What follows belongs to an exercise in optimizing a design on an open flow for a short achievable clock period and few clock cycles; a production flow would make more cautious choices. Where RTL was checked, it was by simulation tests only, not by an equivalence proof against the original. Power is estimated from default activity; no workload was simulated.

// top
module top(
input clk,rst,
output [31:0] imem_addr,
input  [31:0] imem_rdata,
output [31:0] dmem_addr,
output [31:0] dmem_wdata,
output        dmem_we,
input  [31:0] dmem_rdata
);
reg  [9:0] pc;
localparam NF = 8;
reg  [NF-1:0] fv;
reg  [9:0]    fkey [0:NF-1];
reg  [9:0]    ftgt [0:NF-1];
reg  [2:0]    fptr;
reg        d_valid;
reg [31:0] ir;
reg [9:0]  d_btgt;
reg        x_valid;
reg [4:0]  x_rd;
reg        x_is_lw, x_is_sw, x_cbeq;
reg        x_add, x_sub, x_and, x_or, x_slt;
reg [31:0] x_a, x_b, x_sd;
reg        fa_m, fb_m, sd_ld, sd_m;
reg [9:0]  x_tgt;
reg [31:0] mem_res, mem_sd;
reg [4:0]  mem_rd;
reg        mem_is_lw, mem_is_sw;
reg        fw_en;
reg [9:0]  fw_key, fw_tgt;
assign imem_addr = {20'b0, pc, 2'b00};
wire [31:0] fi = imem_rdata;
reg  [9:0] fold_tgt;
reg        fold_hit;
integer k;
always @* begin
  fold_hit = 1'b0;
  fold_tgt = 10'd0;
  for (k = 0; k < NF; k = k + 1)
    if (fv[k] && fkey[k] == pc) begin
      fold_hit = 1'b1;
      fold_tgt = fold_tgt | ftgt[k];
    end
end
wire       f_is_j  = (fi[31:26] == 6'd2);
wire       f_is_bu = (fi[31:26] == 6'd4) & (fi[25:21] == fi[20:16]);
wire [9:0] pc_inc = pc + 10'd1;
wire [9:0] f_btgt;
ks_add10 tadd(.a(pc_inc), .b(fi[9:0]), .s(f_btgt));
wire       f_jump = f_is_j | f_is_bu;
wire [9:0] f_jtgt = f_is_j ? fi[9:0] : f_btgt;
wire d_is_r, d_is_addi, d_is_lw, d_is_sw, d_is_beq, d_is_j, d_beq_always;
wire [4:0] d_dst;
wire d_uses_rs, d_uses_rt, d_use_imm;
control_unit c(.ins(ir), .is_r(d_is_r), .is_addi(d_is_addi), .is_lw(d_is_lw),
  .is_sw(d_is_sw), .is_beq(d_is_beq), .is_j(d_is_j), .beq_always(d_beq_always),
  .dst(d_dst), .uses_rs(d_uses_rs), .uses_rt(d_uses_rt), .use_imm(d_use_imm));
wire d_add, d_sub, d_and, d_or, d_slt;
alu_control b(.is_r(d_is_r), .funct(ir[5:0]), .op_add(d_add), .op_sub(d_sub),
  .op_and(d_and), .op_or(d_or), .op_slt(d_slt));
wire [4:0] rs = ir[25:21];
wire [4:0] rt = ir[20:16];
wire [31:0] rf1, rf2;
wire [4:0]  w_rd   = mem_rd;
wire [31:0] w_data = mem_is_lw ? dmem_rdata : mem_res;
registers f(.read_reg1(rs), .read_reg2(rt), .write_reg(w_rd), .clk(clk),
  .write_data(w_data), .read_data1(rf1), .read_data2(rf2));
wire [31:0] d_imm = {{16{ir[15]}}, ir[15:0]};
wire stall = d_valid & x_valid & x_is_lw & (x_rd != 5'd0) &
             ((d_uses_rs & x_rd == rs) | (d_uses_rt & x_rd == rt));
  ...
Settings: LEC_CHECK=0, CAP_MARGIN=20, CORE_MARGIN=2, CORE_UTILIZATION=40, SLEW_MARGIN=20; clock period 10.0 ns.
standard.sh (not shown) runs the stock make flow with config.mk's settings and CLKGATE_MAP_FILE= SYNTH_SCRIPT=/design/flow/synth_recipe.tcl, a recipe that flattens the netlist after the stock synthesis.
==> flow/flow/run.sh <==
#!/bin/bash
set -euo pipefail
MARGIN=$(cat flow/margin.txt)
bash standard.sh SETUP_SLACK_MARGIN="$MARGIN" finish > standard_flow.log 2>&1
==> flow/flow/margin.txt <==
7.5
Then changed:
--- a/flow/design.v
+++ b/flow/design.v
@@ -31,24 +31,20 @@
   if (i >= 4) begin assign g3[i] = g2[i] | (p2[i] & g2[i-4]); assign p3[i] = p2[i] & p2[i-4]; end
   else        begin assign g3[i] = g2[i];                      assign p3[i] = p2[i]; end
   if (i >= 8) begin assign g4[i] = g3[i] | (p3[i] & g3[i-8]); end
   else        begin assign g4[i] = g3[i]; end
 end endgenerate
 assign s = p0 ^ {g4[8:0], 1'b0};
 endmodule
-module sumz32(input [31:0] a, input [31:0] b, output z);
-assign z = ((a ^ b) == {a[30:0] | b[30:0], 1'b0});
-endmodule
 module ALU_unit(
    input        op_add, op_sub, op_and, op_or, op_slt,
    input [31:0] a_reg, b_reg, fwd,    
    input        a_fwd, b_fwd,         
    output [31:0] out,
-   output        eq,
-   output        sum_zero             
+   output        eq
     );
    wire [31:0] s_rr, s_fr, s_rf, s_ff, d_rr, d_fr, d_rf, d_ff;
    ks_add32 as_rr(.a(a_reg), .b(b_reg), .cin(1'b0), .s(s_rr));
    ks_add32 as_fr(.a(fwd),   .b(b_reg), .cin(1'b0), .s(s_fr));
    ks_add32 as_rf(.a(a_reg), .b(fwd),   .cin(1'b0), .s(s_rf));
    ks_add32 as_ff(.a(fwd),   .b(fwd),   .cin(1'b0), .s(s_ff));
    ks_add32 ad_rr(.a(a_reg), .b(~b_reg), .cin(1'b1), .s(d_rr));
@@ -60,24 +56,15 @@
    wire [31:0] operand_2 = b_fwd ? fwd : b_reg;
    wire        lt   = (operand_1[31] ^ operand_2[31]) ? operand_1[31] : diff[31];
    assign out = ({32{op_add}} & sum)
               | ({32{op_sub}} & diff)
               | ({32{op_and}} & (operand_1 & operand_2))
               | ({32{op_or}}  & (operand_1 | operand_2))
               | {31'b0, op_slt & lt};
-   wire eq_rr = (a_reg == b_reg);
-   wire eq_fr = (fwd == b_reg);
-   wire eq_rf = (a_reg == fwd);
-   assign eq = a_fwd ? (b_fwd | eq_fr) : (b_fwd ? eq_rf : eq_rr);
-   wire z_rr, z_fr, z_rf, z_ff;
-   sumz32 zrr(.a(a_reg), .b(b_reg), .z(z_rr));
-   sumz32 zfr(.a(fwd),   .b(b_reg), .z(z_fr));
-   sumz32 zrf(.a(a_reg), .b(fwd),   .z(z_rf));
-   sumz32 zff(.a(fwd),   .b(fwd),   .z(z_ff));
-   assign sum_zero = a_fwd ? (b_fwd ? z_ff : z_fr) : (b_fwd ? z_rf : z_rr);
+   assign eq = (operand_1 == operand_2);
 endmodule
 `timescale 1ns / 1ps
 module alu_control(input is_r, input [5:0] funct,
                    output op_add, op_sub, op_and, op_or, op_slt);
 assign op_slt = is_r &  funct[3];
 assign op_sub = is_r & ~funct[3] & ~funct[2] &  funct[1];
 assign op_and = is_r & ~funct[3] &  funct[2] & ~funct[0];
@@ -189,31 +176,26 @@
 wire stall = d_valid & x_valid & x_is_lw & (x_rd != 5'd0) &
              ((d_uses_rs & x_rd == rs) | (d_uses_rt & x_rd == rt));
 wire m_a = (x_rd == rs) & (rs != 5'd0);
 wire r_a = (mem_rd == rs) & (rs != 5'd0);
 wire m_b = (x_rd == rt) & (rt != 5'd0);
 wire r_b = (mem_rd == rt) & (rt != 5'd0);
 wire [31:0] alu_out;
-wire        alu_eq, alu_sum_zero;
+wire        alu_eq;
 ALU_unit a(.op_add(x_add), .op_sub(x_sub), .op_and(x_and), .op_or(x_or),
   .op_slt(x_slt), .a_reg(x_a), .b_reg(x_b), .fwd(mem_res), .a_fwd(fa_m), .b_fwd(fb_m),
-  .out(alu_out), .eq(alu_eq), .sum_zero(alu_sum_zero));
+  .out(alu_out), .eq(alu_eq));
 wire [31:0] sd = sd_ld ? dmem_rdata : sd_m ? mem_res : x_sd;
 wire redirect = x_cbeq & alu_eq;
-wire d_cbeq = d_valid & d_is_beq & ~d_beq_always;
-wire x_zero = (x_add & ~x_is_lw & alu_sum_zero) | (x_sub & alu_eq);
-wire early = d_cbeq & ~stall & ~redirect & x_zero &
-             ((m_a & rt == 5'd0) | (m_b & rs == 5'd0));
 assign dmem_addr  = mem_res;
 assign dmem_wdata = mem_sd;
 assign dmem_we    = mem_is_sw;
 always @(posedge clk) begin
   if (rst)           pc <= 10'd0;
   else if (redirect) pc <= x_tgt;
-  else if (early)    pc <= d_btgt;
   else if (stall)    pc <= pc;
   else if (f_jump)   pc <= f_jtgt;
   else if (fold_hit) pc <= fold_tgt;
   else               pc <= pc_inc;
   if (rst) begin
     fv <= {NF{1'b0}};
     fptr <= 3'd0;
@@ -222,15 +204,15 @@
     fkey[fptr] <= fw_key;
     ftgt[fptr] <= fw_tgt;
     fptr <= fptr + 3'd1;
   end
   fw_en  <= ~rst & ~stall & f_jump;
   fw_key <= pc - 10'd1;
   fw_tgt <= f_jtgt;
-  if (rst | redirect | early) d_valid <= 1'b0;
+  if (rst | redirect) d_valid <= 1'b0;
   else if (!stall)    d_valid <= 1'b1;
   if (!stall) begin
     ir <= fi;
     d_btgt <= f_btgt;
   end
   if (rst | redirect | stall | ~d_valid) begin
     x_valid <= 1'b0;
@@ -239,15 +221,15 @@
     x_is_sw <= 1'b0;
     x_cbeq <= 1'b0;
   end else begin
     x_valid <= 1'b1;
     x_rd <= d_dst;
     x_is_lw <= d_is_lw;
     x_is_sw <= d_is_sw;
-    x_cbeq <= d_is_beq & ~d_beq_always & ~early;
+    x_cbeq <= d_is_beq & ~d_beq_always;
   end
   x_add <= d_add; x_sub <= d_sub; x_and <= d_and; x_or <= d_or; x_slt <= d_slt;
   x_a  <= r_a ? w_data : rf1;
   x_b  <= d_use_imm ? d_imm : r_b ? w_data : rf2;
   x_sd <= r_b ? w_data : rf2;
   x_tgt <= d_btgt;
   fa_m <= m_a;
Sequential power went down by about 0.5%.
Synthesized area went down by about 3%.
Setup slack gets better by 0.20 ns.
Global-route usage went down by 2.7 points.
Cell count went down by 6.4%.
Routed wire length went down by 12%.
Combinational power went down by about 20%.
Final area went down by about 5%.
Power went down by about 10%.
Clock skew went up by 0.013 ns.
Die area went down by about 3%.
Hold slack gets worse by 0.044 ns.
Register-to-register slack gets better by 0.24 ns.
Count of clock-buffer cells in the layout went down by 2.
Testbench counts after the change, summed over its fixed seeds: cycles 43,400.
Only the layout flow was run in the first run of this note; the RTL was not checked for function there.

* * *

The RTL this note starts from:
==> flow/design.v <==
`timescale 1ns / 1ps
module ALU_unit(
   input        op_add, op_sub, op_and, op_or, op_slt,
   input [31:0] operand_1, operand_2,
   output [31:0] out,
   output        eq
    );
   wire [31:0] sum  = operand_1 + operand_2;
   wire [31:0] diff = operand_1 - operand_2;
   wire        lt   = (operand_1[31] ^ operand_2[31]) ? operand_1[31] : diff[31];
   assign out = ({32{op_add}} & sum)
              | ({32{op_sub}} & diff)
              | ({32{op_and}} & (operand_1 & operand_2))
              | ({32{op_or}}  & (operand_1 | operand_2))
              | {31'b0, op_slt & lt};
   assign eq = (operand_1 == operand_2);
endmodule
`timescale 1ns / 1ps
module alu_control(input is_r, input [5:0] funct,
                   output op_add, op_sub, op_and, op_or, op_slt);
assign op_slt = is_r &  funct[3];
assign op_sub = is_r & ~funct[3] & ~funct[2] &  funct[1];
assign op_and = is_r & ~funct[3] &  funct[2] & ~funct[0];
assign op_or  = is_r & ~funct[3] &  funct[2] &  funct[0];
assign op_add = ~(op_slt | op_sub | op_and | op_or);
endmodule
`timescale 1ns / 1ps
module control_unit(
input [31:0] ins,
output is_r, is_addi, is_lw, is_sw, is_beq, is_j,
output beq_always,       
output [4:0] dst,        
output uses_rs,          
output uses_rt,          
output use_imm
);
wire [5:0] op = ins[31:26];
assign is_r    = (op == 6'd0);
assign is_addi = (op == 6'd8);
assign is_lw   = (op == 6'd35);
assign is_sw   = (op == 6'd43);
assign is_beq  = (op == 6'd4);
assign is_j    = (op == 6'd2);
assign beq_always = is_beq & (ins[25:21] == ins[20:16]);
assign dst = is_r ? ins[15:11] : (is_addi | is_lw) ? ins[20:16] : 5'd0;
assign uses_rs = is_r | is_addi | is_lw | is_sw | (is_beq & ~beq_always);
assign uses_rt = is_r | (is_beq & ~beq_always);
assign use_imm = is_addi | is_lw | is_sw;
endmodule
`timescale 1ns / 1ps
module registers(input [4:0] read_reg1,read_reg2,write_reg,input clk,input[31:0] write_data,output [31:0] read_data1,read_data2);
reg [31:0] mem [31:1];
assign read_data1 = (read_reg1==5'd0) ? 32'b0 : mem[read_reg1];
assign read_data2 = (read_reg2==5'd0) ? 32'b0 : mem[read_reg2];
always@(posedge clk)
begin
if(write_reg!=5'd0) mem[write_reg]<=write_data;
end
endmodule
`timescale 1ns / 1ps
module top(
input clk,rst,
output [31:0] imem_addr,
input  [31:0] imem_rdata,
output [31:0] dmem_addr,
output [31:0] dmem_wdata,
output        dmem_we,
input  [31:0] dmem_rdata
);
reg  [9:0] pc;
localparam NF = 8;
reg  [NF-1:0] fv;
reg  [9:0]    fkey [0:NF-1];
reg  [9:0]    ftgt [0:NF-1];
reg  [2:0]    fptr;
reg        x_valid;
reg [4:0]  x_rd;
reg        x_is_lw, x_is_sw, x_cbeq;
reg        x_add, x_sub, x_and, x_or, x_slt;
reg [31:0] x_a, x_b, x_sd;
reg        fa_ld, fa_m, fa_r, fb_ld, fb_m, fb_r, sd_ld, sd_m, sd_r;
reg [9:0]  x_tgt;
reg [31:0] mem_res, mem_sd;
reg [4:0]  mem_rd;
reg        mem_is_lw, mem_is_sw;
reg [31:0] ret_data;
reg [4:0]  ret_rd;
assign imem_addr = {20'b0, pc, 2'b00};
wire [31:0] fi = imem_rdata;
reg  [9:0] fold_tgt;
reg        fold_hit;
integer k;
always @* begin
  fold_hit = 1'b0;
  fold_tgt = 10'd0;
  for (k = 0; k < NF; k = k + 1)
    if (fv[k] && fkey[k] == pc) begin
      fold_hit = 1'b1;
      fold_tgt = fold_tgt | ftgt[k];
    end
end
wire f_is_r, f_is_addi, f_is_lw, f_is_sw, f_is_beq, f_is_j, f_beq_always;
wire [4:0] f_dst;
wire f_uses_rs, f_uses_rt, f_use_imm;
control_unit c(.ins(fi), .is_r(f_is_r), .is_addi(f_is_addi), .is_lw(f_is_lw),
  .is_sw(f_is_sw), .is_beq(f_is_beq), .is_j(f_is_j), .beq_always(f_beq_always),
  .dst(f_dst), .uses_rs(f_uses_rs), .uses_rt(f_uses_rt), .use_imm(f_use_imm));
wire f_add, f_sub, f_and, f_or, f_slt;
alu_control b(.is_r(f_is_r), .funct(fi[5:0]), .op_add(f_add), .op_sub(f_sub),
  .op_and(f_and), .op_or(f_or), .op_slt(f_slt));
wire [9:0] pc_inc = pc + 10'd1;
wire [9:0] f_btgt = pc_inc + fi[9:0];
wire       f_jump = f_is_j | f_beq_always;
wire [9:0] f_jtgt = f_is_j ? fi[9:0] : f_btgt;
wire [4:0] rs = fi[25:21];
wire [4:0] rt = fi[20:16];
wire [31:0] rf1, rf2;
wire [4:0]  w_rd   = mem_rd;
wire [31:0] w_data = mem_is_lw ? dmem_rdata : mem_res;
registers f(.read_reg1(rs), .read_reg2(rt), .write_reg(w_rd), .clk(clk),
  .write_data(w_data), .read_data1(rf1), .read_data2(rf2));
wire [31:0] f_imm = {{16{fi[15]}}, fi[15:0]};
wire stall = 1'b0;
wire m_a = (x_rd == rs) & (rs != 5'd0);
wire r_a = (mem_rd == rs) & (rs != 5'd0);
wire m_b = (x_rd == rt) & (rt != 5'd0);
wire r_b = (mem_rd == rt) & (rt != 5'd0);
wire [31:0] opa = fa_ld ? dmem_rdata : fa_m ? mem_res : fa_r ? ret_data : x_a;
wire [31:0] opb = fb_ld ? dmem_rdata : fb_m ? mem_res : fb_r ? ret_data : x_b;
wire [31:0] alu_out;
wire        alu_eq;
ALU_unit a(.op_add(x_add), .op_sub(x_sub), .op_and(x_and), .op_or(x_or),
  .op_slt(x_slt), .operand_1(opa), .operand_2(opb), .out(alu_out), .eq(alu_eq));
wire [31:0] sd = sd_ld ? dmem_rdata : sd_m ? mem_res : sd_r ? ret_data : x_sd;
wire redirect = x_cbeq & alu_eq;
assign dmem_addr  = mem_res;
assign dmem_wdata = mem_sd;
assign dmem_we    = mem_is_sw;
always @(posedge clk) begin
  if (rst)           pc <= 10'd0;
  else if (redirect) pc <= x_tgt;
  else if (stall)    pc <= pc;
  else if (f_jump)   pc <= f_jtgt;
  else if (fold_hit) pc <= fold_tgt;
  else               pc <= pc_inc;
  if (rst) begin
    fv <= {NF{1'b0}};
    fptr <= 3'd0;
  end else if (!stall && f_jump) begin
    fv[fptr] <= 1'b1;
    fkey[fptr] <= pc - 10'd1;
    ftgt[fptr] <= f_jtgt;
    fptr <= fptr + 3'd1;
  end
  if (rst | redirect | stall) begin
    x_valid <= 1'b0;
    x_rd <= 5'd0;
    x_is_lw <= 1'b0;
    x_is_sw <= 1'b0;
    x_cbeq <= 1'b0;
  end else begin
    x_valid <= 1'b1;
    x_rd <= f_dst;
    x_is_lw <= f_is_lw;
    x_is_sw <= f_is_sw;
    x_cbeq <= f_is_beq & ~f_beq_always;
  end
  x_add <= f_add; x_sub <= f_sub; x_and <= f_and; x_or <= f_or; x_slt <= f_slt;
  x_a  <= rf1;
  x_b  <= f_use_imm ? f_imm : rf2;
  x_sd <= rf2;
  x_tgt <= f_btgt;
  fa_ld <= m_a & x_is_lw;
  fa_m <= m_a & ~x_is_lw;
  fa_r <= ~m_a & r_a;
  fb_ld <= ~f_use_imm & m_b & x_is_lw;
  fb_m <= ~f_use_imm & m_b & ~x_is_lw;
  fb_r <= ~f_use_imm & ~m_b & r_b;
  sd_ld <= m_b & x_is_lw;
  sd_m  <= m_b & ~x_is_lw;
  sd_r  <= ~m_b & r_b;
  mem_res <= alu_out;
  mem_sd  <= sd;
  if (rst | ~x_valid) begin
    mem_rd <= 5'd0;
    mem_is_lw <= 1'b0;
    mem_is_sw <= 1'b0;
  end else begin
    mem_rd <= x_rd;
    mem_is_lw <= x_is_lw;
    mem_is_sw <= x_is_sw;
  end
  ret_data <= w_data;
  ret_rd   <= rst ? 5'd0 : w_rd;
end
endmodule
make LEC_CHECK=0 CAP_MARGIN=20 CORE_MARGIN=2 CORE_UTILIZATION=40 SETUP_SLACK_MARGIN=5 SLEW_MARGIN=20 finish   # period 10.0 ns
run.sh (not shown) runs the stock make flow with config.mk's settings and CLKGATE_MAP_FILE= SYNTH_SCRIPT=/design/flow/synth_recipe.tcl, a recipe that flattens the netlist after the stock synthesis.
Stock flow here: none of the scripts above is used.
The first run finished with timing, DRC and antenna clean.
Rerun with:
--- a/flow/design.v
+++ b/flow/design.v
@@ -1,13 +1,33 @@
 `timescale 1ns / 1ps
+module ks_add32(input [31:0] a, input [31:0] b, input cin, output [31:0] s);
+wire [31:0] p0 = a ^ b;
+wire [31:0] g0 = (a & b) | {31'b0, p0[0] & cin};
+wire [31:0] g1, p1, g2, p2, g3, p3, g4, p4, g5, p5;
+genvar i;
+generate for (i = 0; i < 32; i = i + 1) begin : pre
+  if (i >= 1)  begin assign g1[i] = g0[i] | (p0[i] & g0[i-1]);  assign p1[i] = p0[i] & p0[i-1]; end
+  else         begin assign g1[i] = g0[i];                       assign p1[i] = p0[i]; end
+  if (i >= 2)  begin assign g2[i] = g1[i] | (p1[i] & g1[i-2]);  assign p2[i] = p1[i] & p1[i-2]; end
+  else         begin assign g2[i] = g1[i];                       assign p2[i] = p1[i]; end
+  if (i >= 4)  begin assign g3[i] = g2[i] | (p2[i] & g2[i-4]);  assign p3[i] = p2[i] & p2[i-4]; end
+  else         begin assign g3[i] = g2[i];                       assign p3[i] = p2[i]; end
+  if (i >= 8)  begin assign g4[i] = g3[i] | (p3[i] & g3[i-8]);  assign p4[i] = p3[i] & p3[i-8]; end
+  else         begin assign g4[i] = g3[i];                       assign p4[i] = p3[i]; end
+  if (i >= 16) begin assign g5[i] = g4[i] | (p4[i] & g4[i-16]); assign p5[i] = p4[i] & p4[i-16]; end
+  else         begin assign g5[i] = g4[i];                       assign p5[i] = p4[i]; end
+end endgenerate
+assign s = p0 ^ {g5[30:0], cin};
+endmodule
 module ALU_unit(
    input        op_add, op_sub, op_and, op_or, op_slt,
    input [31:0] operand_1, operand_2,
    output [31:0] out,
    output        eq
     );
-   wire [31:0] sum  = operand_1 + operand_2;
-   wire [31:0] diff = operand_1 - operand_2;
+   wire [31:0] sum, diff;
+   ks_add32 add_s(.a(operand_1), .b(operand_2),  .cin(1'b0), .s(sum));
+   ks_add32 add_d(.a(operand_1), .b(~operand_2), .cin(1'b1), .s(diff));
    wire        lt   = (operand_1[31] ^ operand_2[31]) ? operand_1[31] : diff[31];
    assign out = ({32{op_add}} & sum)
               | ({32{op_sub}} & diff)
               | ({32{op_and}} & (operand_1 & operand_2))
@@ -77,9 +97,9 @@
 reg [4:0]  x_rd;
 reg        x_is_lw, x_is_sw, x_cbeq;
 reg        x_add, x_sub, x_and, x_or, x_slt;
 reg [31:0] x_a, x_b, x_sd;
-reg        fa_ld, fa_m, fa_r, fb_ld, fb_m, fb_r, sd_ld, sd_m, sd_r;
+reg        fa_m, fa_r, fb_m, fb_r, sd_ld, sd_m, sd_r;
 reg [9:0]  x_tgt;
 reg [31:0] mem_res, mem_sd;
 reg [4:0]  mem_rd;
 reg        mem_is_lw, mem_is_sw;
@@ -119,15 +139,16 @@
 wire [31:0] w_data = mem_is_lw ? dmem_rdata : mem_res;
 registers f(.read_reg1(rs), .read_reg2(rt), .write_reg(w_rd), .clk(clk),
   .write_data(w_data), .read_data1(rf1), .read_data2(rf2));
 wire [31:0] f_imm = {{16{fi[15]}}, fi[15:0]};
-wire stall = 1'b0;
+wire stall = x_valid & x_is_lw & (x_rd != 5'd0) &
+             ((f_uses_rs & x_rd == rs) | (f_uses_rt & x_rd == rt));
 wire m_a = (x_rd == rs) & (rs != 5'd0);
 wire r_a = (mem_rd == rs) & (rs != 5'd0);
 wire m_b = (x_rd == rt) & (rt != 5'd0);
 wire r_b = (mem_rd == rt) & (rt != 5'd0);
-wire [31:0] opa = fa_ld ? dmem_rdata : fa_m ? mem_res : fa_r ? ret_data : x_a;
-wire [31:0] opb = fb_ld ? dmem_rdata : fb_m ? mem_res : fb_r ? ret_data : x_b;
+wire [31:0] opa = fa_m ? mem_res : fa_r ? ret_data : x_a;
+wire [31:0] opb = fb_m ? mem_res : fb_r ? ret_data : x_b;
 wire [31:0] alu_out;
 wire        alu_eq;
 ALU_unit a(.op_add(x_add), .op_sub(x_sub), .op_and(x_and), .op_or(x_or),
   .op_slt(x_slt), .operand_1(opa), .operand_2(opb), .out(alu_out), .eq(alu_eq));
@@ -169,13 +190,11 @@
   x_a  <= rf1;
   x_b  <= f_use_imm ? f_imm : rf2;
   x_sd <= rf2;
   x_tgt <= f_btgt;
-  fa_ld <= m_a & x_is_lw;
-  fa_m <= m_a & ~x_is_lw;
+  fa_m <= m_a;
   fa_r <= ~m_a & r_a;
-  fb_ld <= ~f_use_imm & m_b & x_is_lw;
-  fb_m <= ~f_use_imm & m_b & ~x_is_lw;
+  fb_m <= ~f_use_imm & m_b;
   fb_r <= ~f_use_imm & ~m_b & r_b;
   sd_ld <= m_b & x_is_lw;
   sd_m  <= m_b & ~x_is_lw;
   sd_r  <= ~m_b & r_b;
What happened:
- The new run completed with no timing, DRC or antenna violations
- via count goes down by about 0.65%
- core utilization stays flat
- non-clock buffer count goes up by 6
- cell area goes down by 1.2%
- cell count goes down by about 2%
- maximum frequency goes up by 1.8%
- sequential cell count goes down by 2
- power goes up by about 0.8%
- die area goes down by 1.4%
- worst hold slack loses 0.035 ns
Function was not checked in any run of this note: the RTL went through the layout flow alone.

[separate check: timing with driven ports]
No port has a modelled driver above. Below, the same layouts with a new extraction and two added sets of constraints. Step 1, drivers: a clkbuf_16 drives clk and a buf_2 each remaining input, both assumed. Step 2 adds t to the input delays and takes it off the output delays; t is the mean of the earliest and latest rising clock arrival at the registers after step 1. Input paths then give back, and output paths get back, about the clock's delay inside the block. Three values: ideal ports, drivers, drivers and shift; two values: the first two.
run | t, ns | setup slack, ns | worst setup path at the end | slew at the worst register clock pin (ns)
the first run of note 1 | 0.916 | 6.375 / 6.345 / 5.753 | input to register | 0.08 / 0.08
the second run of note 1 | 0.884 | 6.578 / 6.494 / 5.847 | input to register | 0.08 / 0.08
the first run of note 2 | 0.865 | 4.890 / 4.936 / 4.071 | input to register | 0.07 / 0.07
the second run of note 2 | 0.885 | 4.980 / 5.041 / 4.156 | input to register | 0.07 / 0.07
After both steps setup and hold are still met in every run listed. The setup slack of the second run of note 2, which loses most, moves by +0.061 ns with the drivers and by -0.824 ns with both steps.
